What follows belongs to an exercise in optimizing a design on an open flow for small area, a short achievable clock period and few clock cycles; a production flow would make more cautious choices.
In this exercise RTL edits were held to simulation tests only and were not proved equivalent to the original.

## flow/design.v (module list and top-level ports; edited modules follow where they fit)
// module Milestone_1: 168 lines
// module m1_unit_rb: 228 lines
// module m1_unit_gb: 328 lines
// module m1_filter: 272 lines
module Milestone_1 (
   input  logic            Clock_50,
   input  logic            Resetn,
   input  logic            Initialize,
   input  logic   [15:0]   SRAM_read_data,
   output logic   [17:0]   SRAM_address,
   output logic   [15:0]   SRAM_write_data,
   output logic            SRAM_we_n,
   output logic            sim_done
);
  // ...
==> flow/run.sh <==
#!/bin/bash
# synth_recipe.tcl (not shown) runs the flow's synth.tcl, then flattens the netlist and writes it again
# the make line also repeats each setting of config.mk as NAME=value (left out here)
make -C /OpenROAD-flow-scripts/flow DESIGN_CONFIG=/design/flow/config.mk WORK_HOME=/design/flow/orfs CLKGATE_MAP_FILE= SYNTH_SCRIPT=/design/flow/synth_recipe.tcl finish
==> flow/config.mk <==
export PLATFORM = sky130hd
export DESIGN_NAME = Milestone_1
export DESIGN_NICKNAME = Milestone_1
export VERILOG_FILES = /design/flow/design.v
export SDC_FILE = /design/flow/constraint.sdc
export NUM_CORES = 4
export LEC_CHECK = 0
export CAP_MARGIN = 20
export CORE_MARGIN = 2
export CORE_UTILIZATION = 40
export SLEW_MARGIN = 20
==> flow/constraint.sdc <==
create_clock -name core_clock -period 14.0 [get_ports {Clock_50}]
set_input_delay 2.8000 -clock core_clock [delete_from_list [all_inputs] [get_ports {Clock_50}]]
set_output_delay 2.8000 -clock core_clock [all_outputs]
set_load 0.01 [all_outputs]
==> summary.md, run 1 <==
| Metric | Value |
|---|---|
| Metal3 WL | 3.507 mm |
| Multi-input logic area | 14980 sq um |
| Routed WL per cell | 20.34 um |
| Worst-margin pin slew | 1072 ps |
| Setup_tns | 0 ps |
| CP bufs+invs | 4 |
| WL met1 | 28.34 mm |
| Antenna Nets Post-Route | 0 |
| Crit path max fanout | 61 |
| Worst Path Arrival | 8890 ps |
| Starting Density | 40.54% |
| Core Box Area | 59130 sq um |
| Max Cap Viol | 0 |
| Unrepaired setup endpoints after global routing | no |
| Largest cell class | multi-input gates |
| Slowest cell on crit path | dfrtp_1 |
| Max incr delay on CP | 750 ps |
| Post-synth ARST share | 33.07% |
| Largest family of logic cells by synthesized area | adder cells |
| First-pass GRT wire length | 105.2 mm |
| Clock sink count | 254 |
| Nets | 2890 |
| Adder-cell share of the synthesized area | 29.45% |
| Buffers, non-clock | 85 |
| R2r setup slk | 5430 ps |
| Final Cell Area | 26380 sq um |
| Ports | 55 |
| Status | no timing/DRC/antenna violations |
| Vias per cell | 5.403 |
| Crit path capture type | flip-flop |
| Signal inverters | 391 |
| Fraction of area in registers | 27.38% |
| Synth Area in Simple Gates | 11.40% |
| Initial antenna violation count | 1 |
| GR Overflow Total | 0 |
| Final sequential cell count | 254 |
| Final Routed Wirelength | 66.25 mm |
Testbench counts, summed over its fixed seeds: cycles 776,644.
==> run 2, diff against run 1 <==
--- a/flow/design.v
+++ b/flow/design.v
@@ -15,2 +15,3 @@
 logic [3:0]  cnt;           
+logic [4:0]  ph;            
 logic [7:0]  pcol;          
@@ -24,11 +25,11 @@
 logic [7:0]  vhold;
-logic [7:0]  vf, ubf;
-logic [9:0]  ugf;
+logic [9:0]  f1;           
+logic [7:0]  f2;           
 wire run = (mode == M_RUN);
 wire pro = (mode == M_PRO);
-wire b0 = run & (cnt == 4'd0);
-wire b1 = run & (cnt == 4'd1);
-wire b2 = run & (cnt == 4'd2);
-wire b3 = run & (cnt == 4'd3);
-wire b4 = run & (cnt == 4'd4);
+wire b0 = ph[0];
+wire b1 = ph[1];
+wire b2 = ph[2];
+wire b3 = ph[3];
+wire b4 = ph[4];
 wire podd = pcol[0];
@@ -39,12 +40,12 @@
 wire [9:0]  fo;
-wire xs = (cnt == 4'd2);
-wire [7:0] xy = (cnt == 4'd0) ? yreg[15:8] : yreg[7:0];
-wire [7:0] xx = (cnt == 4'd0) ? vw[2] : (cnt == 4'd1) ? vf : ubf;
+wire xs = b2;
+wire [7:0] xy = b0 ? yreg[15:8] : yreg[7:0];
+wire [7:0] xx = b0 ? vw[2] : f1[7:0];    
 m1_unit_rb ux (.s(xs), .y(xy), .x(xx), .o(xo));
-wire gs = (cnt == 4'd1);
-wire [7:0] gy = (cnt == 4'd2) ? yreg[7:0] : yreg[15:8];
-wire [9:0] gu = (cnt == 4'd2) ? ugf : {2'b00, uw[2]};
-wire [7:0] gv = (cnt == 4'd2) ? vf : vw[2];
+wire gs = b1;
+wire [7:0] gy = b2 ? yreg[7:0] : yreg[15:8];
+wire [9:0] gu = b2 ? {f1[9:8] & {2{pcol != 8'd0}}, f1[7:0]} : {2'b00, uw[2]};
+wire [7:0] gv = b2 ? f2 : vw[2];
 m1_unit_gb ug (.s(gs), .y(gy), .u(gu), .v(gv), .o(go));
-wire fsel = (cnt == 4'd0);    
+wire fsel = b0;    
 m1_filter uf (.a(fsel ? vw[0] : uw[0]), .b(fsel ? vw[1] : uw[1]),
@@ -82,9 +83,5 @@
    if (b2 | (pro & (cnt == 4'd4))) yreg <= SRAM_read_data;
-   if (b0) vf <= fo[7:0];
-   if (b1) begin
-      ubf <= fo[7:0];
-      ugf <= (pcol == 8'd0) ? {2'b00, fo[7:0]} : fo;
-   end
-   if (b0) SRAM_write_data <= {xsat, gsat};
-   else if (b1 | b2) SRAM_write_data <= {gsat, xsat};
+   f1 <= fo;
+   f2 <= f1[7:0];
+   SRAM_write_data <= b0 ? {xsat, gsat} : {gsat, xsat};
 end
@@ -95,2 +92,3 @@
       cnt <= 4'd0;
+      ph <= 5'd0;
       pcol <= 8'd0;
@@ -126,3 +124,3 @@
                   mode <= M_RUN;
-                  cnt <= 4'd0;
+                  ph <= 5'd1;
                   pcol <= 8'd0;
@@ -133,5 +131,5 @@
          M_RUN: begin
-            cnt <= (cnt == 4'd4) ? 4'd0 : cnt + 4'd1;
-            case (cnt)
-               4'd0, 4'd1, 4'd2: begin
+            ph <= {ph[3:0], ph[4]};
+            case (1'b1)
+               b0, b1, b2: begin
                   SRAM_address <= w_addr;
@@ -140,5 +138,6 @@
                end
-               4'd3: begin
+               b3: begin
                   if (w_addr == 18'd0) begin
                      mode <= M_DONE;
+                     ph <= 5'd0;
                      sim_done <= 1'b1;
@@ -156,2 +155,3 @@
                      mode <= M_PRO;
+                     ph <= 5'd0;
                      cnt <= 4'd0;
@@ -171,16 +171,16 @@
 module m1_unit_rb(input s, input [7:0] y, input [7:0] x, output [10:0] o);
-  wire t0 = ~y[4] ^ ~x[6];
-  wire t1 = ~y[4] & ~x[6];
-  wire t2 = ~y[5] ^ ~x[7] ^ (s) & ~x[5];
-  wire t3 = (~y[5] & ~x[7]) | (~y[5] & (s) & ~x[5]) | (~x[7] & (s) & ~x[5]);
-  wire t4 = (~s) & x[5] ^ (~s) & x[3];
-  wire t5 = (~s) & x[5] & (~s) & x[3];
-  wire t6 = ~y[6] ^ (s) & ~x[6] ^ (~s) & x[6];
-  wire t7 = (~y[6] & (s) & ~x[6]) | (~y[6] & (~s) & x[6]) | ((s) & ~x[6] & (~s) & x[6]);
-  wire t8 = (~s) & x[4] ^ (s) & x[3];
-  wire t9 = (~s) & x[4] & (s) & x[3];
-  wire t10 = ~y[7] ^ y[0] ^ (s) & ~x[7];
-  wire t11 = (~y[7] & y[0]) | (~y[7] & (s) & ~x[7]) | (y[0] & (s) & ~x[7]);
-  wire t12 = (~s) & x[7] ^ (~s) & x[5];
-  wire t13 = (~s) & x[7] & (~s) & x[5];
+  wire t0 = y[4] ^ x[6];
+  wire t1 = y[4] | x[6];
+  wire t2 = (s) & ~x[5] ^ (~s) & x[5] ^ (~s) & x[3];
+  wire t3 = ((s) & ~x[5] & (~s) & x[5]) | ((s) & ~x[5] & (~s) & x[3]) | ((~s) & x[5] & (~s) & x[3]);
+  wire t4 = y[5] ^ x[7];
+  wire t5 = y[5] | x[7];
+  wire t6 = (s) & ~x[6] ^ (~s) & x[6] ^ (~s) & x[4];
+  wire t7 = ((s) & ~x[6] & (~s) & x[6]) | ((s) & ~x[6] & (~s) & x[4]) | ((~s) & x[6] & (~s) & x[4]);
+  wire t8 = (s) & x[3] ^ x[1];
+  wire t9 = (s) & x[3] & x[1];
+  wire t10 = y[0] ^ (s) & ~x[7] ^ (~s) & x[7];
+  wire t11 = (y[0] & (s) & ~x[7]) | (y[0] & (~s) & x[7]) | ((s) & ~x[7] & (~s) & x[7]);
+  wire t12 = (~s) & x[5] ^ (s) & x[4];
+  wire t13 = (~s) & x[5] & (s) & x[4];
   wire t14 = y[1] ^ (~s) & x[6];
@@ -227,12 +227,12 @@
   wire t55 = y[7] & y[4];
-  wire t56 = ~y[0] ^ ~x[2];
-  wire t57 = ~y[0] & ~x[2];
-  wire t58 = ~y[1] ^ ~x[3] ^ (s) & ~x[1];
-  wire t59 = (~y[1] & ~x[3]) | (~y[1] & (s) & ~x[1]) | (~x[3] & (s) & ~x[1]);
-  wire t60 = ~y[2] ^ ~x[4] ^ (s) & ~x[2];
-  wire t61 = (~y[2] & ~x[4]) | (~y[2] & (s) & ~x[2]) | (~x[4] & (s) & ~x[2]);
-  wire t62 = ~y[3] ^ ~x[5] ^ (s) & ~x[3];
-  wire t63 = (~y[3] & ~x[5]) | (~y[3] & (s) & ~x[3]) | (~x[5] & (s) & ~x[3]);
-  wire t64 = (~s) & x[3] ^ (~s) & x[1];
-  wire t65 = (~s) & x[3] & (~s) & x[1];
+  wire t56 = y[0] ^ x[2];
+  wire t57 = y[0] | x[2];
+  wire t58 = (s) & ~x[1] ^ (~s) & x[1] ^ (s);
+  wire t59 = ((s) & ~x[1] & (~s) & x[1]) | ((s) & ~x[1] & (s)) | ((~s) & x[1] & (s));
+  wire t60 = (s) & ~x[2] ^ (~s) & x[2] ^ (~s) & x[0];
+  wire t61 = ((s) & ~x[2] & (~s) & x[2]) | ((s) & ~x[2] & (~s) & x[0]) | ((~s) & x[2] & (~s) & x[0]);
+  wire t62 = (s) & ~x[3] ^ (~s) & x[3] ^ (~s) & x[1];
+  wire t63 = ((s) & ~x[3] & (~s) & x[3]) | ((s) & ~x[3] & (~s) & x[1]) | ((~s) & x[3] & (~s) & x[1]);
+  wire t64 = y[3] ^ x[5];
+  wire t65 = y[3] | x[5];
   wire t66 = t0 ^ (s) & ~x[4] ^ (~s) & x[4];
@@ -241,14 +241,14 @@
   wire t69 = ((~s) & x[2] & (s) & x[1]) | ((~s) & x[2] & 1'b1) | ((s) & x[1] & 1'b1);
-  wire t70 = t1 ^ t2 ^ t4;
-  wire t71 = (t1 & t2) | (t1 & t4) | (t2 & t4);
-  wire t72 = (s) & x[2] ^ x[0] ^ 1'b1;
-  wire t73 = ((s) & x[2] & x[0]) | ((s) & x[2] & 1'b1) | (x[0] & 1'b1);
-  wire t74 = t3 ^ t5 ^ t6;
-  wire t75 = (t3 & t5) | (t3 & t6) | (t5 & t6);
-  wire t76 = t8 ^ x[1] ^ 1'b1;
-  wire t77 = (t8 & x[1]) | (t8 & 1'b1) | (x[1] & 1'b1);
+  wire t70 = t2 ^ t4 ^ (s) & x[2];
+  wire t71 = (t2 & t4) | (t2 & (s) & x[2]) | (t4 & (s) & x[2]);
+  wire t72 = ~t1 ^ x[0] ^ 1'b1;
+  wire t73 = (~t1 & x[0]) | (~t1 & 1'b1) | (x[0] & 1'b1);
+  wire t74 = t3 ^ t6 ^ t8;
+  wire t75 = (t3 & t6) | (t3 & t8) | (t6 & t8);
+  wire t76 = t5 ^ y[6] ^ ~1'b1;
+  wire t77 = (t5 & y[6]) | (t5 & ~1'b1) | (y[6] & ~1'b1);
   wire t78 = t7 ^ t9 ^ t10;
   wire t79 = (t7 & t9) | (t7 & t10) | (t9 & t10);
-  wire t80 = t12 ^ (s) & x[4] ^ x[2];
-  wire t81 = (t12 & (s) & x[4]) | (t12 & x[2]) | ((s) & x[4] & x[2]);
+  wire t80 = ~y[7] ^ t12 ^ x[2];
+  wire t81 = (~y[7] & t12) | (~y[7] & x[2]) | (t12 & x[2]);
   wire t82 = t11 ^ t13 ^ t14;
@@ -305,10 +305,10 @@
   wire t133 = t56 & (s) & ~x[0];
-  wire t134 = t57 ^ t58 ^ (~s) & x[1];
-  wire t135 = (t57 & t58) | (t57 & (~s) & x[1]) | (t58 & (~s) & x[1]);
-  wire t136 = t59 ^ t60 ^ (~s) & x[2];
-  wire t137 = (t59 & t60) | (t59 & (~s) & x[2]) | (t60 & (~s) & x[2]);
+  wire t134 = t57 ^ y[1] ^ x[3];
+  wire t135 = (t57 & y[1]) | (t57 & x[3]) | (y[1] & x[3]);
+  wire t136 = y[2] ^ x[4] ^ ~t59;
+  wire t137 = (y[2] & x[4]) | (y[2] & ~t59) | (x[4] & ~t59);
   wire t138 = t61 ^ t62 ^ t64;
   wire t139 = (t61 & t62) | (t61 & t64) | (t62 & t64);
-  wire t140 = t63 ^ t65 ^ t66;
-  wire t141 = (t63 & t65) | (t63 & t66) | (t65 & t66);
+  wire t140 = t63 ^ t66 ^ t68;
+  wire t141 = (t63 & t66) | (t63 & t68) | (t66 & t68);
   wire t142 = t67 ^ t69 ^ t70;
@@ -317,4 +317,4 @@
   wire t145 = (t71 & t73) | (t71 & t74) | (t73 & t74);
-  wire t146 = t75 ^ t77 ^ t78;
-  wire t147 = (t75 & t77) | (t75 & t78) | (t77 & t78);
+  wire t146 = t75 ^ t78 ^ t80;
+  wire t147 = (t75 & t78) | (t75 & t80) | (t78 & t80);
   wire t148 = t79 ^ t81 ^ t82;
@@ -349,16 +349,16 @@
   wire t177 = t132 & (~s) & x[0];
-  wire t178 = t133 ^ t134 ^ (s);
-  wire t179 = (t133 & t134) | (t133 & (s)) | (t134 & (s));
-  wire t180 = t135 ^ t136 ^ (~s) & x[0];
-  wire t181 = (t135 & t136) | (t135 & (~s) & x[0]) | (t136 & (~s) & x[0]);
-  wire t182 = t137 ^ t138 ^ (s) & x[0];
-  wire t183 = (t137 & t138) | (t137 & (s) & x[0]) | (t138 & (s) & x[0]);
-  wire t184 = t139 ^ t140 ^ t68;
-  wire t185 = (t139 & t140) | (t139 & t68) | (t140 & t68);
+  wire t178 = ~t134 ^ t133 ^ t58;
+  wire t179 = (~t134 & t133) | (~t134 & t58) | (t133 & t58);
+  wire t180 = t135 ^ t136 ^ ~t60;
+  wire t181 = (t135 & t136) | (t135 & ~t60) | (t136 & ~t60);
+  wire t182 = ~t137 ^ t138 ^ (s) & x[0];
+  wire t183 = (~t137 & t138) | (~t137 & (s) & x[0]) | (t138 & (s) & x[0]);
+  wire t184 = ~t65 ^ t139 ^ t140;
+  wire t185 = (~t65 & t139) | (~t65 & t140) | (t139 & t140);
   wire t186 = t141 ^ t142 ^ t72;
   wire t187 = (t141 & t142) | (t141 & t72) | (t142 & t72);
-  wire t188 = t143 ^ t144 ^ t76;
-  wire t189 = (t143 & t144) | (t143 & t76) | (t144 & t76);
-  wire t190 = t145 ^ t146 ^ t80;
-  wire t191 = (t145 & t146) | (t145 & t80) | (t146 & t80);
+  wire t188 = ~t76 ^ t143 ^ t144;
+  wire t189 = (~t76 & t143) | (~t76 & t144) | (t143 & t144);
+  wire t190 = ~t77 ^ t145 ^ t146;
+  wire t191 = (~t77 & t145) | (~t77 & t146) | (t145 & t146);
   wire t192 = t147 ^ t148 ^ t84;
@@ -393,4 +393,4 @@
   wire t221 = t175 & x[7];
-  wire [26:0] r0 = {1'b0, t221, t219, t217, t215, t213, t211, t209, t207, t205, t203, t201, t199, t197, t195, t193, t191, t189, t187, t185, t183, t181, t179, t177, t176, ~x[1], ~x[0]};
-  wire [26:0] r1 = {1'b0, 1'b1, t220, t218, t216, t214, t212, t210, t208, t206, t204, t202, t200, t198, t196, t194, t192, t190, t188, t186, t184, t182, t180, t178, (~s), 1'b0, 1'b1};
+  wire [26:0] r0 = {1'b0, t221, t219, t217, t215, t213, t211, t209, t207, t205, t203, t201, t199, t197, t195, t193, t191, t189, t187, t185, t183, ~t181, t179, t177, t176, ~x[1], 1'b1};
+  wire [26:0] r1 = {1'b0, 1'b1, t220, t218, t216, t214, t212, t210, t208, t206, t204, t202, t200, t198, t196, t194, t192, t190, t188, t186, t184, t182, ~t180, t178, (~s), 1'b0, ~x[0]};
   wire [26:0] sm = r0 + r1;
@@ -399,4 +399,4 @@
 module m1_unit_gb(input s, input [7:0] y, input [9:0] u, input [7:0] v, output [10:0] o);
-  wire t0 = ~y[5] ^ (~s) & u[4];
-  wire t1 = ~y[5] & (~s) & u[4];
+  wire t0 = (~s) & u[4] ^ (~s) & ~u[2];
+  wire t1 = (~s) & u[4] & (~s) & ~u[2];
   wire t2 = y[2] ^ y[0];
@@ -433,26 +433,26 @@
   wire t33 = y[7] & y[4];
-  wire t34 = ~y[3] ^ (~s) & u[2] ^ (~s) & ~u[0];
-  wire t35 = (~y[3] & (~s) & u[2]) | (~y[3] & (~s) & ~u[0]) | ((~s) & u[2] & (~s) & ~u[0]);
-  wire t36 = ~y[4] ^ (~s) & u[3] ^ (~s) & ~u[1];
-  wire t37 = (~y[4] & (~s) & u[3]) | (~y[4] & (~s) & ~u[1]) | ((~s) & u[3] & (~s) & ~u[1]);
-  wire t38 = (s) & ~u[6] ^ (s) & ~u[4] ^ (s) & u[1];
-  wire t39 = ((s) & ~u[6] & (s) & ~u[4]) | ((s) & ~u[6] & (s) & u[1]) | ((s) & ~u[4] & (s) & u[1]);
-  wire t40 = t0 ^ (~s) & ~u[2] ^ (s) & ~u[7];
-  wire t41 = (t0 & (~s) & ~u[2]) | (t0 & (s) & ~u[7]) | ((~s) & ~u[2] & (s) & ~u[7]);
-  wire t42 = (s) & ~u[5] ^ (s) & u[2] ^ (s) & u[0];
-  wire t43 = ((s) & ~u[5] & (s) & u[2]) | ((s) & ~u[5] & (s) & u[0]) | ((s) & u[2] & (s) & u[0]);
-  wire t44 = (~s) & ~v[7] ^ (~s) & ~v[2];
-  wire t45 = (~s) & ~v[7] & (~s) & ~v[2];
-  wire t46 = t1 ^ ~y[6] ^ (~s) & u[5];
-  wire t47 = (t1 & ~y[6]) | (t1 & (~s) & u[5]) | (~y[6] & (~s) & u[5]);
-  wire t48 = (~s) & ~u[3] ^ (s) & ~u[6] ^ (s) & u[3];
-  wire t49 = ((~s) & ~u[3] & (s) & ~u[6]) | ((~s) & ~u[3] & (s) & u[3]) | ((s) & ~u[6] & (s) & u[3]);
-  wire t50 = (s) & u[1] ^ (~s) & ~v[3] ^ (s);
-  wire t51 = ((s) & u[1] & (~s) & ~v[3]) | ((s) & u[1] & (s)) | ((~s) & ~v[3] & (s));
-  wire t52 = ~y[7] ^ y[0] ^ (~s) & u[6];
-  wire t53 = (~y[7] & y[0]) | (~y[7] & (~s) & u[6]) | (y[0] & (~s) & u[6]);
-  wire t54 = (~s) & ~u[4] ^ (s) & ~u[7] ^ (s) & u[4];
-  wire t55 = ((~s) & ~u[4] & (s) & ~u[7]) | ((~s) & ~u[4] & (s) & u[4]) | ((s) & ~u[7] & (s) & u[4]);
-  wire t56 = (s) & u[2] ^ (~s) & ~v[4];
-  wire t57 = (s) & u[2] & (~s) & ~v[4];
+  wire t34 = (~s) & u[2] ^ (~s) & ~u[0] ^ (s) & ~u[5];
+  wire t35 = ((~s) & u[2] & (~s) & ~u[0]) | ((~s) & u[2] & (s) & ~u[5]) | ((~s) & ~u[0] & (s) & ~u[5]);
+  wire t36 = (~s) & u[3] ^ (~s) & ~u[1] ^ (s) & ~u[6];
+  wire t37 = ((~s) & u[3] & (~s) & ~u[1]) | ((~s) & u[3] & (s) & ~u[6]) | ((~s) & ~u[1] & (s) & ~u[6]);
+  wire t38 = (s) & ~u[4] ^ (s) & u[1] ^ (~s) & ~v[6];
+  wire t39 = ((s) & ~u[4] & (s) & u[1]) | ((s) & ~u[4] & (~s) & ~v[6]) | ((s) & u[1] & (~s) & ~v[6]);
+  wire t40 = t0 ^ (s) & ~u[7] ^ (s) & ~u[5];
+  wire t41 = (t0 & (s) & ~u[7]) | (t0 & (s) & ~u[5]) | ((s) & ~u[7] & (s) & ~u[5]);
+  wire t42 = (s) & u[2] ^ (s) & u[0] ^ (~s) & ~v[7];
+  wire t43 = ((s) & u[2] & (s) & u[0]) | ((s) & u[2] & (~s) & ~v[7]) | ((s) & u[0] & (~s) & ~v[7]);
+  wire t44 = (~s) & ~v[2] ^ (s);
+  wire t45 = (~s) & ~v[2] & (s);
+  wire t46 = t1 ^ (~s) & u[5] ^ (~s) & ~u[3];
+  wire t47 = (t1 & (~s) & u[5]) | (t1 & (~s) & ~u[3]) | ((~s) & u[5] & (~s) & ~u[3]);
+  wire t48 = (s) & ~u[6] ^ (s) & u[3] ^ (s) & u[1];
+  wire t49 = ((s) & ~u[6] & (s) & u[3]) | ((s) & ~u[6] & (s) & u[1]) | ((s) & u[3] & (s) & u[1]);
+  wire t50 = ~y[6] ^ (~s) & ~v[3] ^ (s);
+  wire t51 = (~y[6] & (~s) & ~v[3]) | (~y[6] & (s)) | ((~s) & ~v[3] & (s));
+  wire t52 = y[0] ^ (~s) & u[6] ^ (~s) & ~u[4];
+  wire t53 = (y[0] & (~s) & u[6]) | (y[0] & (~s) & ~u[4]) | ((~s) & u[6] & (~s) & ~u[4]);
+  wire t54 = (s) & ~u[7] ^ (s) & u[4] ^ (s) & u[2];
+  wire t55 = ((s) & ~u[7] & (s) & u[4]) | ((s) & ~u[7] & (s) & u[2]) | ((s) & u[4] & (s) & u[2]);
+  wire t56 = ~y[7] ^ (~s) & ~v[4];
+  wire t57 = ~y[7] & (~s) & ~v[4];
   wire t58 = y[1] ^ (~s) & u[7] ^ (~s) & ~u[5];
@@ -535,24 +535,24 @@
   wire t135 = y[7] & (~s) & ~u[8];
-  wire t136 = ~y[0] ^ (s) & ~u[2];
-  wire t137 = ~y[0] & (s) & ~u[2];
-  wire t138 = ~y[1] ^ (~s) & u[0] ^ (s) & ~u[3];
-  wire t139 = (~y[1] & (~s) & u[0]) | (~y[1] & (s) & ~u[3]) | ((~s) & u[0] & (s) & ~u[3]);
-  wire t140 = (s) & ~u[1] ^ (~s) & ~v[3];
-  wire t141 = (s) & ~u[1] & (~s) & ~v[3];
-  wire t142 = ~y[2] ^ (~s) & u[1] ^ (s) & ~u[4];
-  wire t143 = (~y[2] & (~s) & u[1]) | (~y[2] & (s) & ~u[4]) | ((~s) & u[1] & (s) & ~u[4]);
-  wire t144 = (s) & ~u[2] ^ (~s) & ~v[4];
-  wire t145 = (s) & ~u[2] & (~s) & ~v[4];
-  wire t146 = t34 ^ (s) & ~u[5] ^ (s) & ~u[3];
-  wire t147 = (t34 & (s) & ~u[5]) | (t34 & (s) & ~u[3]) | ((s) & ~u[5] & (s) & ~u[3]);
-  wire t148 = (s) & u[0] ^ (~s) & ~v[5] ^ (~s) & ~v[0];
-  wire t149 = ((s) & u[0] & (~s) & ~v[5]) | ((s) & u[0] & (~s) & ~v[0]) | ((~s) & ~v[5] & (~s) & ~v[0]);
+  wire t136 = (s) & ~u[2] ^ (s) & ~u[0];
+  wire t137 = (s) & ~u[2] & (s) & ~u[0];
+  wire t138 = (~s) & u[0] ^ (s) & ~u[3] ^ (s) & ~u[1];
+  wire t139 = ((~s) & u[0] & (s) & ~u[3]) | ((~s) & u[0] & (s) & ~u[1]) | ((s) & ~u[3] & (s) & ~u[1]);
+  wire t140 = (~s) & ~v[3] ^ (s);
+  wire t141 = (~s) & ~v[3] & (s);
+  wire t142 = (~s) & u[1] ^ (s) & ~u[4] ^ (s) & ~u[2];
+  wire t143 = ((~s) & u[1] & (s) & ~u[4]) | ((~s) & u[1] & (s) & ~u[2]) | ((s) & ~u[4] & (s) & ~u[2]);
+  wire t144 = ~y[2] ^ (~s) & ~v[4];
+  wire t145 = ~y[2] & (~s) & ~v[4];
+  wire t146 = t34 ^ (s) & ~u[3] ^ (s) & u[0];
+  wire t147 = (t34 & (s) & ~u[3]) | (t34 & (s) & u[0]) | ((s) & ~u[3] & (s) & u[0]);
+  wire t148 = ~y[3] ^ (~s) & ~v[5] ^ (~s) & ~v[0];
+  wire t149 = (~y[3] & (~s) & ~v[5]) | (~y[3] & (~s) & ~v[0]) | ((~s) & ~v[5] & (~s) & ~v[0]);
   wire t150 = t35 ^ t36 ^ t38;
   wire t151 = (t35 & t36) | (t35 & t38) | (t36 & t38);
-  wire t152 = (~s) & ~v[6] ^ (~s) & ~v[1] ^ (s);
-  wire t153 = ((~s) & ~v[6] & (~s) & ~v[1]) | ((~s) & ~v[6] & (s)) | ((~s) & ~v[1] & (s));
+  wire t152 = ~y[4] ^ (~s) & ~v[1] ^ (s);
+  wire t153 = (~y[4] & (~s) & ~v[1]) | (~y[4] & (s)) | ((~s) & ~v[1] & (s));
   wire t154 = t37 ^ t39 ^ t40;
   wire t155 = (t37 & t39) | (t37 & t40) | (t39 & t40);
-  wire t156 = t42 ^ t44 ^ (s);
-  wire t157 = (t42 & t44) | (t42 & (s)) | (t44 & (s));
+  wire t156 = ~y[5] ^ t42 ^ t44;
+  wire t157 = (~y[5] & t42) | (~y[5] & t44) | (t42 & t44);
   wire t158 = t41 ^ t43 ^ t45;
@@ -623,4 +623,4 @@
   wire t223 = t135 & (~s) & u[9];
-  wire t224 = t136 ^ (s) & ~u[0];
-  wire t225 = t136 & (s) & ~u[0];
+  wire t224 = t136 ^ (~s) & ~v[2];
+  wire t225 = t136 & (~s) & ~v[2];
   wire t226 = t137 ^ t138 ^ t140;
@@ -673,6 +673,6 @@
   wire t273 = (s) & ~u[1] & (~s) & ~v[1];
-  wire t274 = t224 ^ (~s) & ~v[2] ^ (~s);
-  wire t275 = (t224 & (~s) & ~v[2]) | (t224 & (~s)) | ((~s) & ~v[2] & (~s));
-  wire t276 = t225 ^ t226 ^ (s);
-  wire t277 = (t225 & t226) | (t225 & (s)) | (t226 & (s));
+  wire t274 = ~y[0] ^ t224 ^ (~s);
+  wire t275 = (~y[0] & t224) | (~y[0] & (~s)) | (t224 & (~s));
+  wire t276 = ~y[1] ^ t225 ^ t226;
+  wire t277 = (~y[1] & t225) | (~y[1] & t226) | (t225 & t226);
   wire t278 = t227 ^ t228 ^ t144;
@@ -727,194 +727,194 @@
 module m1_filter(input [7:0] a, b, c, d, e, f, output [9:0] o);
-  wire t0 = a[5] ^ a[3];
-  wire t1 = a[5] & a[3];
-  wire t2 = a[6] ^ a[4] ^ a[2];
-  wire t3 = (a[6] & a[4]) | (a[6] & a[2]) | (a[4] & a[2]);
-  wire t4 = ~b[4] ^ b[2] ^ ~b[0];
-  wire t5 = (~b[4] & b[2]) | (~b[4] & ~b[0]) | (b[2] & ~b[0]);
-  wire t6 = a[7] ^ a[5] ^ a[3];
-  wire t7 = (a[7] & a[5]) | (a[7] & a[3]) | (a[5] & a[3]);
-  wire t8 = ~b[5] ^ b[3] ^ ~b[1];
-  wire t9 = (~b[5] & b[3]) | (~b[5] & ~b[1]) | (b[3] & ~b[1]);
-  wire t10 = ~c[7] ^ c[2] ^ c[0];
-  wire t11 = (~c[7] & c[2]) | (~c[7] & c[0]) | (c[2] & c[0]);
-  wire t12 = ~d[7] ^ d[2];
-  wire t13 = ~d[7] & d[2];
-  wire t14 = a[6] ^ a[4] ^ ~b[6];
-  wire t15 = (a[6] & a[4]) | (a[6] & ~b[6]) | (a[4] & ~b[6]);
-  wire t16 = b[4] ^ ~b[2] ^ c[3];
-  wire t17 = (b[4] & ~b[2]) | (b[4] & c[3]) | (~b[2] & c[3]);
-  wire t18 = c[1] ^ d[3] ^ d[1];
-  wire t19 = (c[1] & d[3]) | (c[1] & d[1]) | (d[3] & d[1]);
-  wire t20 = a[7] ^ a[5] ^ ~b[7];
-  wire t21 = (a[7] & a[5]) | (a[7] & ~b[7]) | (a[5] & ~b[7]);
-  wire t22 = b[5] ^ ~b[3] ^ c[4];
-  wire t23 = (b[5] & ~b[3]) | (b[5] & c[4]) | (~b[3] & c[4]);
-  wire t24 = c[2] ^ d[4];
-  wire t25 = c[2] & d[4];
-  wire t26 = a[6] ^ b[6];
-  wire t27 = a[6] & b[6];
-  wire t28 = a[4] ^ a[2] ^ a[0];
-  wire t29 = (a[4] & a[2]) | (a[4] & a[0]) | (a[2] & a[0]);
-  wire t30 = ~b[2] ^ b[0];
-  wire t31 = ~b[2] & b[0];
-  wire t32 = t0 ^ a[1] ^ ~b[3];
-  wire t33 = (t0 & a[1]) | (t0 & ~b[3]) | (a[1] & ~b[3]);
-  wire t34 = b[1] ^ ~c[5] ^ c[0];
-  wire t35 = (b[1] & ~c[5]) | (b[1] & c[0]) | (~c[5] & c[0]);
-  wire t36 = ~d[5] ^ d[0] ^ ~e[3];
-  wire t37 = (~d[5] & d[0]) | (~d[5] & ~e[3]) | (d[0] & ~e[3]);
+  wire t0 = b[3] ^ c[5];
+  wire t1 = b[3] | c[5];
+  wire t2 = b[4] ^ b[0] ^ c[6];
+  wire t3 = (b[4] & b[0]) | (b[4] & c[6]) | (b[0] & c[6]);
+  wire t4 = d[6] ^ e[4] ^ e[0];
+  wire t5 = (d[6] & e[4]) | (d[6] & e[0]) | (e[4] & e[0]);
+  wire t6 = b[5] ^ b[1] ^ c[7];
+  wire t7 = (b[5] & b[1]) | (b[5] & c[7]) | (b[1] & c[7]);
+  wire t8 = d[7] ^ e[5] ^ e[1];
+  wire t9 = (d[7] & e[5]) | (d[7] & e[1]) | (e[5] & e[1]);
+  wire t10 = a[7] ^ a[5] ^ a[3];
+  wire t11 = (a[7] & a[5]) | (a[7] & a[3]) | (a[5] & a[3]);
+  wire t12 = b[3] ^ c[2];
+  wire t13 = b[3] & c[2];
+  wire t14 = b[6] ^ b[2] ^ e[6];
+  wire t15 = (b[6] & b[2]) | (b[6] & e[6]) | (b[2] & e[6]);
+  wire t16 = a[6] ^ a[4] ^ b[4];
+  wire t17 = (a[6] & a[4]) | (a[6] & b[4]) | (a[4] & b[4]);
+  wire t18 = c[3] ^ c[1] ^ d[3];
+  wire t19 = (c[3] & c[1]) | (c[3] & d[3]) | (c[1] & d[3]);
+  wire t20 = b[7] ^ b[3] ^ e[7];
+  wire t21 = (b[7] & b[3]) | (b[7] & e[7]) | (b[3] & e[7]);
+  wire t22 = a[7] ^ a[5] ^ b[5];
+  wire t23 = (a[7] & a[5]) | (a[7] & b[5]) | (a[5] & b[5]);
+  wire t24 = c[4] ^ c[2];
+  wire t25 = c[4] & c[2];
+  wire t26 = b[4] ^ e[4];
+  wire t27 = b[4] | e[4];
+  wire t28 = b[2] ^ c[4] ^ d[4];
+  wire t29 = (b[2] & c[4]) | (b[2] & d[4]) | (c[4] & d[4]);
+  wire t30 = a[4] ^ a[2];
+  wire t31 = a[4] & a[2];
+  wire t32 = t0 ^ a[5] ^ a[3];
+  wire t33 = (t0 & a[5]) | (t0 & a[3]) | (a[5] & a[3]);
+  wire t34 = a[1] ^ b[1] ^ c[0];
+  wire t35 = (a[1] & b[1]) | (a[1] & c[0]) | (b[1] & c[0]);
+  wire t36 = d[0] ^ e[1] ^ f[5];
+  wire t37 = (d[0] & e[1]) | (d[0] & f[5]) | (e[1] & f[5]);
   wire t38 = t1 ^ t2 ^ t4;
   wire t39 = (t1 & t2) | (t1 & t4) | (t2 & t4);
-  wire t40 = ~c[6] ^ c[1] ^ ~d[6];
-  wire t41 = (~c[6] & c[1]) | (~c[6] & ~d[6]) | (c[1] & ~d[6]);
-  wire t42 = d[1] ^ ~e[4] ^ e[2];
-  wire t43 = (d[1] & ~e[4]) | (d[1] & e[2]) | (~e[4] & e[2]);
-  wire t44 = ~e[0] ^ f[6];
-  wire t45 = ~e[0] & f[6];
+  wire t40 = a[6] ^ a[4] ^ a[2];
+  wire t41 = (a[6] & a[4]) | (a[6] & a[2]) | (a[4] & a[2]);
+  wire t42 = b[2] ^ c[1] ^ d[1];
+  wire t43 = (b[2] & c[1]) | (b[2] & d[1]) | (c[1] & d[1]);
+  wire t44 = e[2] ^ f[6];
+  wire t45 = e[2] & f[6];
   wire t46 = t3 ^ t5 ^ t6;
   wire t47 = (t3 & t5) | (t3 & t6) | (t5 & t6);
-  wire t48 = t8 ^ t10 ^ t12;
-  wire t49 = (t8 & t10) | (t8 & t12) | (t10 & t12);
-  wire t50 = d[0] ^ ~e[5] ^ e[3];
-  wire t51 = (d[0] & ~e[5]) | (d[0] & e[3]) | (~e[5] & e[3]);
-  wire t52 = ~e[1] ^ f[7] ^ f[5];
-  wire t53 = (~e[1] & f[7]) | (~e[1] & f[5]) | (f[7] & f[5]);
-  wire t54 = t7 ^ t9 ^ t11;
-  wire t55 = (t7 & t9) | (t7 & t11) | (t9 & t11);
-  wire t56 = t13 ^ t14 ^ t16;
-  wire t57 = (t13 & t14) | (t13 & t16) | (t14 & t16);
-  wire t58 = t18 ^ ~e[6] ^ e[4];
-  wire t59 = (t18 & ~e[6]) | (t18 & e[4]) | (~e[6] & e[4]);
-  wire t60 = ~e[2] ^ f[6] ^ f[4];
-  wire t61 = (~e[2] & f[6]) | (~e[2] & f[4]) | (f[6] & f[4]);
-  wire t62 = t15 ^ t17 ^ t19;
-  wire t63 = (t15 & t17) | (t15 & t19) | (t17 & t19);
-  wire t64 = t20 ^ t22 ^ t24;
-  wire t65 = (t20 & t22) | (t20 & t24) | (t22 & t24);
-  wire t66 = d[2] ^ ~e[7] ^ e[5];
-  wire t67 = (d[2] & ~e[7]) | (d[2] & e[5]) | (~e[7] & e[5]);
-  wire t68 = ~e[3] ^ f[7] ^ f[5];
-  wire t69 = (~e[3] & f[7]) | (~e[3] & f[5]) | (f[7] & f[5]);
-  wire t70 = t21 ^ t23 ^ t25;
-  wire t71 = (t21 & t23) | (t21 & t25) | (t23 & t25);
-  wire t72 = t26 ^ ~b[4] ^ c[5];
-  wire t73 = (t26 & ~b[4]) | (t26 & c[5]) | (~b[4] & c[5]);
+  wire t48 = t10 ^ t12 ^ c[0];
+  wire t49 = (t10 & t12) | (t10 & c[0]) | (t12 & c[0]);
+  wire t50 = d[2] ^ d[0] ^ e[3];
+  wire t51 = (d[2] & d[0]) | (d[2] & e[3]) | (d[0] & e[3]);
+  wire t52 = f[7] ^ f[5] ^ f[3];
+  wire t53 = (f[7] & f[5]) | (f[7] & f[3]) | (f[5] & f[3]);
+  wire t54 = t7 ^ t9 ^ t14;
+  wire t55 = (t7 & t9) | (t7 & t14) | (t9 & t14);
+  wire t56 = t11 ^ t13 ^ t16;
+  wire t57 = (t11 & t13) | (t11 & t16) | (t13 & t16);
+  wire t58 = t18 ^ d[1] ^ e[4];
+  wire t59 = (t18 & d[1]) | (t18 & e[4]) | (d[1] & e[4]);
+  wire t60 = f[6] ^ f[4] ^ 1'b1;
+  wire t61 = (f[6] & f[4]) | (f[6] & 1'b1) | (f[4] & 1'b1);
+  wire t62 = t15 ^ t20 ^ e[3];
+  wire t63 = (t15 & t20) | (t15 & e[3]) | (t20 & e[3]);
+  wire t64 = t17 ^ t19 ^ t22;
+  wire t65 = (t17 & t19) | (t17 & t22) | (t19 & t22);
+  wire t66 = t24 ^ d[4] ^ d[2];
+  wire t67 = (t24 & d[4]) | (t24 & d[2]) | (d[4] & d[2]);
+  wire t68 = e[5] ^ f[7] ^ f[5];
+  wire t69 = (e[5] & f[7]) | (e[5] & f[5]) | (f[7] & f[5]);
+  wire t70 = t23 ^ t25 ^ t26;
+  wire t71 = (t23 & t25) | (t23 & t26) | (t25 & t26);
+  wire t72 = a[6] ^ b[6] ^ c[5];
+  wire t73 = (a[6] & b[6]) | (a[6] & c[5]) | (b[6] & c[5]);
   wire t74 = c[3] ^ d[5] ^ d[3];
   wire t75 = (c[3] & d[5]) | (c[3] & d[3]) | (d[5] & d[3]);
-  wire t76 = e[6] ^ ~e[4] ^ f[6];
-  wire t77 = (e[6] & ~e[4]) | (e[6] & f[6]) | (~e[4] & f[6]);
-  wire t78 = t27 ^ a[7] ^ b[7];
-  wire t79 = (t27 & a[7]) | (t27 & b[7]) | (a[7] & b[7]);
-  wire t80 = ~b[5] ^ c[6] ^ c[4];
-  wire t81 = (~b[5] & c[6]) | (~b[5] & c[4]) | (c[6] & c[4]);
-  wire t82 = d[6] ^ d[4] ^ e[7];
-  wire t83 = (d[6] & d[4]) | (d[6] & e[7]) | (d[4] & e[7]);
-  wire t84 = ~b[6] ^ c[7];
-  wire t85 = ~b[6] & c[7];
-  wire t86 = a[2] ^ a[0] ^ ~b[0];
-  wire t87 = (a[2] & a[0]) | (a[2] & ~b[0]) | (a[0] & ~b[0]);
-  wire t88 = a[3] ^ a[1] ^ ~b[1];
-  wire t89 = (a[3] & a[1]) | (a[3] & ~b[1]) | (a[1] & ~b[1]);
-  wire t90 = ~c[3] ^ ~d[3] ^ ~e[1];
-  wire t91 = (~c[3] & ~d[3]) | (~c[3] & ~e[1]) | (~d[3] & ~e[1]);
-  wire t92 = t28 ^ t30 ^ ~c[4];
-  wire t93 = (t28 & t30) | (t28 & ~c[4]) | (t30 & ~c[4]);
-  wire t94 = ~d[4] ^ ~e[2] ^ e[0];
-  wire t95 = (~d[4] & ~e[2]) | (~d[4] & e[0]) | (~e[2] & e[0]);
-  wire t96 = f[4] ^ f[2];
-  wire t97 = f[4] & f[2];
-  wire t98 = t29 ^ t31 ^ t32;
-  wire t99 = (t29 & t31) | (t29 & t32) | (t31 & t32);
-  wire t100 = t34 ^ t36 ^ e[1];
-  wire t101 = (t34 & t36) | (t34 & e[1]) | (t36 & e[1]);
-  wire t102 = f[5] ^ f[3] ^ f[1];
-  wire t103 = (f[5] & f[3]) | (f[5] & f[1]) | (f[3] & f[1]);
+  wire t76 = e[6] ^ f[6] ^ 1'b1;
+  wire t77 = (e[6] & f[6]) | (e[6] & 1'b1) | (f[6] & 1'b1);
+  wire t78 = t27 ^ b[5] ^ e[5];
+  wire t79 = (t27 & b[5]) | (t27 & e[5]) | (b[5] & e[5]);
+  wire t80 = a[7] ^ b[7] ^ c[6];
+  wire t81 = (a[7] & b[7]) | (a[7] & c[6]) | (b[7] & c[6]);
+  wire t82 = c[4] ^ d[6] ^ d[4];
+  wire t83 = (c[4] & d[6]) | (c[4] & d[4]) | (d[6] & d[4]);
+  wire t84 = b[6] ^ e[6];
+  wire t85 = b[6] | e[6];
+  wire t86 = b[0] ^ c[2] ^ d[2];
+  wire t87 = (b[0] & c[2]) | (b[0] & d[2]) | (c[2] & d[2]);
+  wire t88 = b[1] ^ c[3] ^ d[3];
+  wire t89 = (b[1] & c[3]) | (b[1] & d[3]) | (c[3] & d[3]);
+  wire t90 = a[3] ^ a[1] ^ f[3];
+  wire t91 = (a[3] & a[1]) | (a[3] & f[3]) | (a[1] & f[3]);
+  wire t92 = t30 ^ a[0] ^ b[0];
+  wire t93 = (t30 & a[0]) | (t30 & b[0]) | (a[0] & b[0]);
+  wire t94 = e[0] ^ f[4] ^ f[2];
+  wire t95 = (e[0] & f[4]) | (e[0] & f[2]) | (f[4] & f[2]);
+  wire t96 = t28 ^ e[2];
+  wire t97 = t28 | e[2];
+  wire t98 = t29 ^ d[5] ^ e[3];
+  wire t99 = (t29 & d[5]) | (t29 & e[3]) | (d[5] & e[3]);
+  wire t100 = t31 ^ t32 ^ t34;
+  wire t101 = (t31 & t32) | (t31 & t34) | (t32 & t34);
+  wire t102 = t36 ^ f[3] ^ f[1];
+  wire t103 = (t36 & f[3]) | (t36 & f[1]) | (f[3] & f[1]);
   wire t104 = t33 ^ t35 ^ t37;
   wire t105 = (t33 & t35) | (t33 & t37) | (t35 & t37);
-  wire t106 = t38 ^ t40 ^ t42;
-  wire t107 = (t38 & t40) | (t38 & t42) | (t40 & t42);
-  wire t108 = t44 ^ f[4] ^ f[2];
-  wire t109 = (t44 & f[4]) | (t44 & f[2]) | (f[4] & f[2]);
-  wire t110 = t39 ^ t41 ^ t43;
-  wire t111 = (t39 & t41) | (t39 & t43) | (t41 & t43);
-  wire t112 = t45 ^ t46 ^ t48;
-  wire t113 = (t45 & t46) | (t45 & t48) | (t46 & t48);
-  wire t114 = t50 ^ t52 ^ f[3];
-  wire t115 = (t50 & t52) | (t50 & f[3]) | (t52 & f[3]);
-  wire t116 = t47 ^ t49 ^ t51;
-  wire t117 = (t47 & t49) | (t47 & t51) | (t49 & t51);
-  wire t118 = t53 ^ t54 ^ t56;
-  wire t119 = (t53 & t54) | (t53 & t56) | (t54 & t56);
-  wire t120 = t58 ^ t60 ^ 1'b1;
-  wire t121 = (t58 & t60) | (t58 & 1'b1) | (t60 & 1'b1);
-  wire t122 = t55 ^ t57 ^ t59;
-  wire t123 = (t55 & t57) | (t55 & t59) | (t57 & t59);
-  wire t124 = t61 ^ t62 ^ t64;
-  wire t125 = (t61 & t62) | (t61 & t64) | (t62 & t64);
-  wire t126 = t66 ^ t68 ^ 1'b1;
-  wire t127 = (t66 & t68) | (t66 & 1'b1) | (t68 & 1'b1);
-  wire t128 = t63 ^ t65 ^ t67;
-  wire t129 = (t63 & t65) | (t63 & t67) | (t65 & t67);
-  wire t130 = t69 ^ t70 ^ t72;
-  wire t131 = (t69 & t70) | (t69 & t72) | (t70 & t72);
-  wire t132 = t74 ^ t76 ^ 1'b1;
-  wire t133 = (t74 & t76) | (t74 & 1'b1) | (t76 & 1'b1);
+  wire t106 = t40 ^ t42 ^ t44;
+  wire t107 = (t40 & t42) | (t40 & t44) | (t42 & t44);
+  wire t108 = ~t38 ^ f[4] ^ f[2];
+  wire t109 = (~t38 & f[4]) | (~t38 & f[2]) | (f[4] & f[2]);
+  wire t110 = t39 ^ t46 ^ t8;
+  wire t111 = (t39 & t46) | (t39 & t8) | (t46 & t8);
+  wire t112 = t41 ^ t43 ^ t45;
+  wire t113 = (t41 & t43) | (t41 & t45) | (t43 & t45);
+  wire t114 = t48 ^ t50 ^ t52;
+  wire t115 = (t48 & t50) | (t48 & t52) | (t50 & t52);
+  wire t116 = t47 ^ t54 ^ e[2];
+  wire t117 = (t47 & t54) | (t47 & e[2]) | (t54 & e[2]);
+  wire t118 = t49 ^ t51 ^ t53;
+  wire t119 = (t49 & t51) | (t49 & t53) | (t51 & t53);
+  wire t120 = t56 ^ t58 ^ t60;
+  wire t121 = (t56 & t58) | (t56 & t60) | (t58 & t60);
+  wire t122 = t57 ^ t59 ^ t61;
+  wire t123 = (t57 & t59) | (t57 & t61) | (t59 & t61);
+  wire t124 = t64 ^ t66 ^ t68;
+  wire t125 = (t64 & t66) | (t64 & t68) | (t66 & t68);
+  wire t126 = t55 ^ t62 ^ ~1'b1;
+  wire t127 = (t55 & t62) | (t55 & ~1'b1) | (t62 & ~1'b1);
+  wire t128 = t65 ^ t67 ^ t69;
+  wire t129 = (t65 & t67) | (t65 & t69) | (t67 & t69);
+  wire t130 = t70 ^ t72 ^ t74;
+  wire t131 = (t70 & t72) | (t70 & t74) | (t72 & t74);
+  wire t132 = t63 ^ t21 ^ ~t76;
+  wire t133 = (t63 & t21) | (t63 & ~t76) | (t21 & ~t76);
   wire t134 = t71 ^ t73 ^ t75;
   wire t135 = (t71 & t73) | (t71 & t75) | (t73 & t75);
-  wire t136 = t77 ^ t78 ^ t80;
-  wire t137 = (t77 & t78) | (t77 & t80) | (t78 & t80);
-  wire t138 = t82 ^ ~e[5] ^ f[7];
-  wire t139 = (t82 & ~e[5]) | (t82 & f[7]) | (~e[5] & f[7]);
-  wire t140 = t79 ^ t81 ^ t83;
-  wire t141 = (t79 & t81) | (t79 & t83) | (t81 & t83);
-  wire t142 = t84 ^ c[5] ^ d[7];
-  wire t143 = (t84 & c[5]) | (t84 & d[7]) | (c[5] & d[7]);
-  wire t144 = d[5] ^ ~e[6] ^ 1'b1;
-  wire t145 = (d[5] & ~e[6]) | (d[5] & 1'b1) | (~e[6] & 1'b1);
-  wire t146 = t85 ^ ~b[7] ^ c[6];
-  wire t147 = (t85 & ~b[7]) | (t85 & c[6]) | (~b[7] & c[6]);
-  wire t148 = d[6] ^ ~e[7];
-  wire t149 = d[6] & ~e[7];
-  wire t150 = a[1] ^ ~c[1];
-  wire t151 = a[1] & ~c[1];
-  wire t152 = t86 ^ ~c[2] ^ ~d[2];
-  wire t153 = (t86 & ~c[2]) | (t86 & ~d[2]) | (~c[2] & ~d[2]);
-  wire t154 = ~e[0] ^ f[2];
-  wire t155 = ~e[0] & f[2];
-  wire t156 = t87 ^ t88 ^ t90;
-  wire t157 = (t87 & t88) | (t87 & t90) | (t88 & t90);
-  wire t158 = f[3] ^ f[1] ^ 1'b1;
-  wire t159 = (f[3] & f[1]) | (f[3] & 1'b1) | (f[1] & 1'b1);
-  wire t160 = t89 ^ t91 ^ t92;
-  wire t161 = (t89 & t91) | (t89 & t92) | (t91 & t92);
-  wire t162 = t94 ^ t96 ^ f[0];
-  wire t163 = (t94 & t96) | (t94 & f[0]) | (t96 & f[0]);
-  wire t164 = t93 ^ t95 ^ t97;
-  wire t165 = (t93 & t95) | (t93 & t97) | (t95 & t97);
-  wire t166 = t98 ^ t100 ^ t102;
-  wire t167 = (t98 & t100) | (t98 & t102) | (t100 & t102);
-  wire t168 = t99 ^ t101 ^ t103;
-  wire t169 = (t99 & t101) | (t99 & t103) | (t101 & t103);
-  wire t170 = t104 ^ t106 ^ t108;
-  wire t171 = (t104 & t106) | (t104 & t108) | (t106 & t108);
+  wire t136 = t77 ^ t80 ^ t82;
+  wire t137 = (t77 & t80) | (t77 & t82) | (t80 & t82);
+  wire t138 = ~t78 ^ e[7] ^ f[7];
+  wire t139 = (~t78 & e[7]) | (~t78 & f[7]) | (e[7] & f[7]);
+  wire t140 = t81 ^ t83 ^ t84;
+  wire t141 = (t81 & t83) | (t81 & t84) | (t83 & t84);
+  wire t142 = c[7] ^ c[5] ^ d[7];
+  wire t143 = (c[7] & c[5]) | (c[7] & d[7]) | (c[5] & d[7]);
+  wire t144 = ~t79 ^ d[5] ^ 1'b1;
+  wire t145 = (~t79 & d[5]) | (~t79 & 1'b1) | (d[5] & 1'b1);
+  wire t146 = t85 ^ b[7] ^ e[7];
+  wire t147 = (t85 & b[7]) | (t85 & e[7]) | (b[7] & e[7]);
+  wire t148 = c[6] ^ d[6];
+  wire t149 = c[6] & d[6];
+  wire t150 = c[1] ^ d[1];
+  wire t151 = c[1] | d[1];
+  wire t152 = a[2] ^ a[0] ^ f[2];
+  wire t153 = (a[2] & a[0]) | (a[2] & f[2]) | (a[0] & f[2]);
+  wire t154 = t86 ^ e[0];
+  wire t155 = t86 | e[0];
+  wire t156 = t87 ^ t88 ^ e[1];
+  wire t157 = (t87 & t88) | (t87 & e[1]) | (t88 & e[1]);
+  wire t158 = t90 ^ f[1] ^ 1'b1;
+  wire t159 = (t90 & f[1]) | (t90 & 1'b1) | (f[1] & 1'b1);
+  wire t160 = t91 ^ t92 ^ t94;
+  wire t161 = (t91 & t92) | (t91 & t94) | (t92 & t94);
+  wire t162 = ~t89 ^ t96 ^ f[0];
+  wire t163 = (~t89 & t96) | (~t89 & f[0]) | (t96 & f[0]);
+  wire t164 = t93 ^ t95 ^ t100;
+  wire t165 = (t93 & t95) | (t93 & t100) | (t95 & t100);
+  wire t166 = t97 ^ t98 ^ ~t102;
+  wire t167 = (t97 & t98) | (t97 & ~t102) | (t98 & ~t102);
+  wire t168 = t101 ^ t103 ^ t104;
+  wire t169 = (t101 & t103) | (t101 & t104) | (t103 & t104);
+  wire t170 = ~t99 ^ t106 ^ t108;
+  wire t171 = (~t99 & t106) | (~t99 & t108) | (t106 & t108);
   wire t172 = t105 ^ t107 ^ t109;
   wire t173 = (t105 & t107) | (t105 & t109) | (t107 & t109);
-  wire t174 = t110 ^ t112 ^ t114;
-  wire t175 = (t110 & t112) | (t110 & t114) | (t112 & t114);
-  wire t176 = t111 ^ t113 ^ t115;
-  wire t177 = (t111 & t113) | (t111 & t115) | (t113 & t115);
-  wire t178 = t116 ^ t118 ^ t120;
-  wire t179 = (t116 & t118) | (t116 & t120) | (t118 & t120);
-  wire t180 = t117 ^ t119 ^ t121;
-  wire t181 = (t117 & t119) | (t117 & t121) | (t119 & t121);
-  wire t182 = t122 ^ t124 ^ t126;
-  wire t183 = (t122 & t124) | (t122 & t126) | (t124 & t126);
-  wire t184 = t123 ^ t125 ^ t127;
-  wire t185 = (t123 & t125) | (t123 & t127) | (t125 & t127);
-  wire t186 = t128 ^ t130 ^ t132;
-  wire t187 = (t128 & t130) | (t128 & t132) | (t130 & t132);
-  wire t188 = t129 ^ t131 ^ t133;
-  wire t189 = (t129 & t131) | (t129 & t133) | (t131 & t133);
-  wire t190 = t134 ^ t136 ^ t138;
-  wire t191 = (t134 & t136) | (t134 & t138) | (t136 & t138);
+  wire t174 = ~t110 ^ t112 ^ t114;
+  wire t175 = (~t110 & t112) | (~t110 & t114) | (t112 & t114);
+  wire t176 = t113 ^ t115 ^ t118;
+  wire t177 = (t113 & t115) | (t113 & t118) | (t115 & t118);
+  wire t178 = t111 ^ t116 ^ ~t120;
+  wire t179 = (t111 & t116) | (t111 & ~t120) | (t116 & ~t120);
+  wire t180 = t119 ^ t121 ^ t122;
+  wire t181 = (t119 & t121) | (t119 & t122) | (t121 & t122);
+  wire t182 = t117 ^ t126 ^ ~t124;
+  wire t183 = (t117 & t126) | (t117 & ~t124) | (t126 & ~t124);
+  wire t184 = t123 ^ t125 ^ t128;
+  wire t185 = (t123 & t125) | (t123 & t128) | (t125 & t128);
+  wire t186 = t127 ^ t132 ^ ~t130;
+  wire t187 = (t127 & t132) | (t127 & ~t130) | (t132 & ~t130);
+  wire t188 = t129 ^ t131 ^ t134;
+  wire t189 = (t129 & t131) | (t129 & t134) | (t131 & t134);
+  wire t190 = ~t133 ^ t136 ^ t138;
+  wire t191 = (~t133 & t136) | (~t133 & t138) | (t136 & t138);
   wire t192 = t135 ^ t137 ^ t139;
@@ -925,22 +925,22 @@
   wire t197 = (t141 & t143) | (t141 & t145) | (t143 & t145);
-  wire t198 = t146 ^ t148 ^ 1'b1;
-  wire t199 = (t146 & t148) | (t146 & 1'b1) | (t148 & 1'b1);
-  wire t200 = t147 ^ t149 ^ c[7];
-  wire t201 = (t147 & t149) | (t147 & c[7]) | (t149 & c[7]);
-  wire t202 = d[7] ^ 1'b1;
-  wire t203 = d[7] & 1'b1;
-  wire t204 = a[0] ^ ~c[0];
-  wire t205 = a[0] & ~c[0];
-  wire t206 = t150 ^ ~d[1] ^ f[1];
-  wire t207 = (t150 & ~d[1]) | (t150 & f[1]) | (~d[1] & f[1]);
-  wire t208 = t151 ^ t152 ^ t154;
-  wire t209 = (t151 & t152) | (t151 & t154) | (t152 & t154);
-  wire t210 = t153 ^ t155 ^ t156;
-  wire t211 = (t153 & t155) | (t153 & t156) | (t155 & t156);
-  wire t212 = t157 ^ t159 ^ t160;
-  wire t213 = (t157 & t159) | (t157 & t160) | (t159 & t160);
+  wire t198 = ~t146 ^ t148 ^ 1'b1;
+  wire t199 = (~t146 & t148) | (~t146 & 1'b1) | (t148 & 1'b1);
+  wire t200 = t149 ^ c[7] ^ d[7];
+  wire t201 = (t149 & c[7]) | (t149 & d[7]) | (c[7] & d[7]);
+  wire t202 = ~t147 ^ 1'b1;
+  wire t203 = ~t147 & 1'b1;
+  wire t204 = c[0] ^ d[0];
+  wire t205 = c[0] | d[0];
+  wire t206 = t150 ^ a[1] ^ f[1];
+  wire t207 = (t150 & a[1]) | (t150 & f[1]) | (a[1] & f[1]);
+  wire t208 = t152 ^ t154 ^ f[0];
+  wire t209 = (t152 & t154) | (t152 & f[0]) | (t154 & f[0]);
+  wire t210 = t155 ^ t156 ^ ~t153;
+  wire t211 = (t155 & t156) | (t155 & ~t153) | (t156 & ~t153);
+  wire t212 = t159 ^ t160 ^ t162;
+  wire t213 = (t159 & t160) | (t159 & t162) | (t160 & t162);
   wire t214 = t161 ^ t163 ^ t164;
   wire t215 = (t161 & t163) | (t161 & t164) | (t163 & t164);
-  wire t216 = t165 ^ t167 ^ t168;
-  wire t217 = (t165 & t167) | (t165 & t168) | (t167 & t168);
+  wire t216 = t165 ^ t168 ^ t170;
+  wire t217 = (t165 & t168) | (t165 & t170) | (t168 & t170);
   wire t218 = t169 ^ t171 ^ t172;
@@ -949,8 +949,8 @@
   wire t221 = (t173 & t175) | (t173 & t176) | (t175 & t176);
-  wire t222 = t177 ^ t179 ^ t180;
-  wire t223 = (t177 & t179) | (t177 & t180) | (t179 & t180);
-  wire t224 = t181 ^ t183 ^ t184;
-  wire t225 = (t181 & t183) | (t181 & t184) | (t183 & t184);
-  wire t226 = t185 ^ t187 ^ t188;
-  wire t227 = (t185 & t187) | (t185 & t188) | (t187 & t188);
+  wire t222 = t179 ^ t182 ^ ~t177;
+  wire t223 = (t179 & t182) | (t179 & ~t177) | (t182 & ~t177);
+  wire t224 = t183 ^ t186 ^ ~t181;
+  wire t225 = (t183 & t186) | (t183 & ~t181) | (t186 & ~t181);
+  wire t226 = t185 ^ t188 ^ t190;
+  wire t227 = (t185 & t188) | (t185 & t190) | (t188 & t190);
   wire t228 = t189 ^ t191 ^ t192;
@@ -961,26 +961,26 @@
   wire t233 = (t197 & t199) | (t197 & t200) | (t199 & t200);
-  wire t234 = t204 ^ ~d[0];
-  wire t235 = t204 & ~d[0];
-  wire t236 = t205 ^ t206 ^ 1'b1;
-  wire t237 = (t205 & t206) | (t205 & 1'b1) | (t206 & 1'b1);
-  wire t238 = t207 ^ t208 ^ f[0];
-  wire t239 = (t207 & t208) | (t207 & f[0]) | (t208 & f[0]);
-  wire t240 = t209 ^ t210 ^ t158;
-  wire t241 = (t209 & t210) | (t209 & t158) | (t210 & t158);
-  wire t242 = t211 ^ t212 ^ t162;
-  wire t243 = (t211 & t212) | (t211 & t162) | (t212 & t162);
-  wire t244 = t213 ^ t214 ^ t166;
-  wire t245 = (t213 & t214) | (t213 & t166) | (t214 & t166);
-  wire t246 = t215 ^ t216 ^ t170;
-  wire t247 = (t215 & t216) | (t215 & t170) | (t216 & t170);
+  wire t234 = t204 ^ a[0];
+  wire t235 = t204 & a[0];
+  wire t236 = ~t205 ^ t206 ^ 1'b1;
+  wire t237 = (~t205 & t206) | (~t205 & 1'b1) | (t206 & 1'b1);
+  wire t238 = ~t151 ^ t207 ^ t208;
+  wire t239 = (~t151 & t207) | (~t151 & t208) | (t207 & t208);
+  wire t240 = ~t210 ^ t209 ^ t158;
+  wire t241 = (~t210 & t209) | (~t210 & t158) | (t209 & t158);
+  wire t242 = t211 ^ t157 ^ ~t212;
+  wire t243 = (t211 & t157) | (t211 & ~t212) | (t157 & ~t212);
+  wire t244 = ~t166 ^ t213 ^ t214;
+  wire t245 = (~t166 & t213) | (~t166 & t214) | (t213 & t214);
+  wire t246 = ~t167 ^ t215 ^ t216;
+  wire t247 = (~t167 & t215) | (~t167 & t216) | (t215 & t216);
   wire t248 = t217 ^ t218 ^ t174;
   wire t249 = (t217 & t218) | (t217 & t174) | (t218 & t174);
-  wire t250 = t219 ^ t220 ^ t178;
-  wire t251 = (t219 & t220) | (t219 & t178) | (t220 & t178);
-  wire t252 = t221 ^ t222 ^ t182;
-  wire t253 = (t221 & t222) | (t221 & t182) | (t222 & t182);
-  wire t254 = t223 ^ t224 ^ t186;
-  wire t255 = (t223 & t224) | (t223 & t186) | (t224 & t186);
-  wire t256 = t225 ^ t226 ^ t190;
-  wire t257 = (t225 & t226) | (t225 & t190) | (t226 & t190);
+  wire t250 = ~t178 ^ t219 ^ t220;
+  wire t251 = (~t178 & t219) | (~t178 & t220) | (t219 & t220);
+  wire t252 = ~t222 ^ t221 ^ t180;
+  wire t253 = (~t222 & t221) | (~t222 & t180) | (t221 & t180);
+  wire t254 = t223 ^ t224 ^ ~t184;
+  wire t255 = (t223 & t224) | (t223 & ~t184) | (t224 & ~t184);
+  wire t256 = t225 ^ t187 ^ ~t226;
+  wire t257 = (t225 & t187) | (t225 & ~t226) | (t187 & ~t226);
   wire t258 = t227 ^ t228 ^ t194;
@@ -993,4 +993,4 @@
   wire t265 = (t233 & t201) | (t233 & t203) | (t201 & t203);
-  wire [17:0] r0 = {1'b1, t265, t263, t261, t259, t257, t255, t253, t251, t249, t247, t245, t243, t241, t239, t237, t235, t234};
-  wire [17:0] r1 = {1'b0, 1'b1, t264, t262, t260, t258, t256, t254, t252, t250, t248, t246, t244, t242, t240, t238, t236, f[0]};
+  wire [17:0] r0 = {1'b1, t265, t263, t261, t259, ~t257, ~t255, t253, t251, t249, t247, t245, ~t243, t241, t239, t237, t235, t234};
+  wire [17:0] r1 = {1'b0, 1'b1, t264, t262, t260, t258, ~t256, ~t254, t252, t250, t248, t246, t244, ~t242, t240, t238, t236, f[0]};
   wire [17:0] sm = r0 + r1;
==> flow/flow/run.sh (new file) <==
#!/bin/bash
# Standard ORFS layout (the standard.sh, standard synthesis script) with a
# larger setup margin for OpenROAD's timing repair, so that repair works the
# design's own paths below the 14 ns constraint. The SDC is unchanged.
set -euo pipefail
MARGIN=$(cat flow/setup_margin.txt)
bash standard.sh SETUP_SLACK_MARGIN=$MARGIN finish > flow_make.log 2>&1
==> flow/flow/setup_margin.txt (new file) <==
7
==> flow/standard.sh (new file) <==
#!/bin/bash
# synth_recipe.tcl (not shown) runs the flow's synth.tcl, then flattens the netlist and writes it again
# the make line also repeats each setting of config.mk as NAME=value (left out here)
make -C /OpenROAD-flow-scripts/flow DESIGN_CONFIG=/design/flow/config.mk WORK_HOME=/design/flow/orfs CLKGATE_MAP_FILE= SYNTH_SCRIPT=/design/flow/synth_recipe.tcl "${@:-finish}"
removed: flow/run.sh
==> run 2 against run 1 <==
- largest cell class unchanged
- via count shrank 7.7%
- first-iteration DRC count shrank 8.0%
- worst setup slack gained 1900 ps
- register-to-register slack gained 1900 ps
- clock skew grew 4.7 ps
- count of clock-buffer cells in the layout grew 1
==> summary.md, run 2 <==
| Metric | Value |
|---|---|
| Largest area contributor in the netlist | fa_1 (was edfxtp_1) |
| Die Width | 244.9 um (was 248.8 um) |
| Clk latency of the worst-skew pair | 590 ps (was 580 ps) |
| Unrepaired setup endpoints after global routing | no (unchanged) |
| Setup violators final | 0 (unchanged) |
| Ports | 55 (unchanged) |
| Worst Path Arrival | 7160 ps (was 8890 ps) |
| Post-synth ARST share | 34.36% (was 33.07%) |
| Fmax | 0.1502 GHz (was 0.1167 GHz) |
| Final Routed Wirelength | 63.00 mm (was 66.25 mm) |
| Hold crit path type | flip-flop to flip-flop (unchanged) |
| Initial antenna violation count | 4 (was 1) |
| Max Cap Viol | 0 (unchanged) |
| Status | no timing/DRC/antenna violations (unchanged) |
| Inserted Clock Buffers | 29 (was 27) |
| Setup_tns | 0 ps (unchanged) |
| Crit path max fanout | 45 (was 61) |
| Height of the die | 244.9 um (was 248.8 um) |
| Vias in the first global route | 16961 (was 18426) |
| Slowest cell on crit path | dfrtp_4 (was dfrtp_1) |
| Startpoint Class | flip-flop (unchanged) |
| Layout cell share with drive strength beyond 1 | 7.334% (was 6.079%) |
| Starting Density | 40.32% (was 40.54%) |
| Worst-margin pin slew | 1105 ps (was 1072 ps) |
| Core Box Area | 57590 sq um (was 59130 sq um) |
| Vias per cell | 5.271 (was 5.403) |
| Root Driver | clkbuf_16 (unchanged) |
| Antenna Nets Post-Route | 0 (unchanged) |
| Routed WL per cell | 20.44 um (was 20.34 um) |
| Commonest non-fill, non-tap cell in the layout | inv_1 (unchanged) |
| Crit path capture type | flip-flop (unchanged) |
| CP bufs+invs | 4 (unchanged) |
| Nets | 2748 (was 2890) |
| Row count | 88 (was 89) |
| Hold WS | 366.5 ps (was 446.5 ps) |
| Clock sink count | 259 (was 254) |
| Number of DRC markers in iteration 0 | 1205 (was 1310) |
| First-pass GRT wire length | 98.50 mm (was 105.2 mm) |
| Synth top area cells | fa_1, edfxtp_1, ha_1 (was edfxtp_1, fa_1, ha_1) |
| Biggest regs | uw: 48 flops, vw: 48 flops (unchanged) |
| DR pass1 iterations | 5 (was 8) |
| Clk slew on worst S/H paths | 60 ps (about the same) |
| Most frequent cell after synthesis | inv_1 (unchanged) |
| Max incr delay on CP | 640 ps (was 750 ps) |
| GR Overflow Total | 0 (unchanged) |
| Multi-input logic area | 14620 sq um (was 14980 sq um) |
run 2: cell count changes after synthesis, moves of 14 or more:
cell      previous run  this run
mux2_2              19        39
edfxtp_1           170       136
nor2_1             154       125
clkbuf_1            66        52
ha_1               153       168
o21ai_0            130        92
xnor2_1            139       124
xor2_1              36        50
dfxtp_1              0        34
nand2_1            258       185
run 2: logic make-up (layout without fill, tap and decap cells):
family                     count (synthesis)  after routing  synth area share (%)
xor gates and xnor gates                 174            174                 6.564
buffers and inverters                    440            504                 7.151
adders and majority gates                439            439                 32.21
muxes                                     99             99                 4.554
AOI/OAI and AO/OA                        366            366                 9.992
DFF                                      259            259                 30.17
and+or+nand+nor                          471            471                 9.329
other                                      2              6               0.03235
run 2: repair_timing:
action                                  in CTS  in global routing
gates cloned                                 0                  0
pin swaps                                    0                  0
endpoints found under the setup margin      23                 20
resized for setup                            5                 12
setup buffers                                1                  2
run 2: final timing paths:
kind	startpoint	endpoint	slack, ps	cells past startpoint
max	ph[2]	SRAM_write_data[15]	7340	21
min	f1[3]	f2[3]	370	0
max reg2reg	ph[2]	SRAM_write_data[15]	7340	21
min reg2reg	f1[3]	f2[3]	370	0
max in group asynchronous	Resetn	y_addr[1]	10730	2
min in group asynchronous	Resetn	SRAM_address[13]	2160	1
run 2: layout make-up:
cell class	instances	area share [%]
clock inverter	19	0.7009
inverter	372	5.461
clock buffer	35	2.994
tap	765	3.724
multi-input combinational	1555	56.86
timing repair buffer	78	2.969
sequential	259	27.29
run 2: per-layer routing:
| layer | up-vias | global-route usage, % | share of wire (%) | wire, um |
|---|---|---|---|---|
| met5 | - | 0 | 0.051 | 32 |
| met4 | 6 | 7.496 | 3.7 | 2311 |
| met3 | 123 | 2.679 | 5.2 | 3286 |
| met2 | 466 | 36.83 | 49 | 30900 |
| met1 | 8128 | 27.54 | 42 | 26470 |
| li1 | 7528 | - | - | - |
run 2: worst reg2reg max path, stage by stage (launching register included):
cell and delay, ps:
dfrtp_4 640, clkinv_1 110, buf_4 470, a21boi_0 250, buf_4 270, xnor2_1 300, nand2_1 120, xnor2_1 210
fa_1 480, fa_1 480, fa_1 520, inv_1 60, fa_1 550, ha_1 390, o21a_1 130, o22a_1 220
a211oi_4 350, o31ai_2 160, or4b_4 510, nand4_4 130, nor2_1 90, o22ai_1 150
run 2: per-stage QoR:
stage	instances	instance area, sq um
after floorplan	2254	23230
after global placement	3026	24640
after detailed placement	3026	24640
after CTS	3081	25630
after global routing	3083	25700
final	3083	25700
Testbench counts of run 2, summed over its fixed seeds: cycles 776,644.

-- static timing again, ports no longer ideal --
The flow's constraints put no driver on any port. The routed layouts listed below were extracted and timed again, unchanged, in two steps. Step 1, drivers: a clkbuf_16 drives Clock_50 and a buf_2 each remaining input, both assumed. Step 2 also shifts input and output timing later by t, the mid clock arrival at the registers, as if the neighbouring blocks saw the same clock. Slacks: no drivers / after step 1 / after step 2; pairs: no drivers / after step 1.
run	shift t [ns]	setup slack, ns
run 1	0.625	5.432 / 5.432 / 5.432
run 2	0.637	7.344 / 7.344 / 7.344
After both steps setup and hold are still met in every run listed.
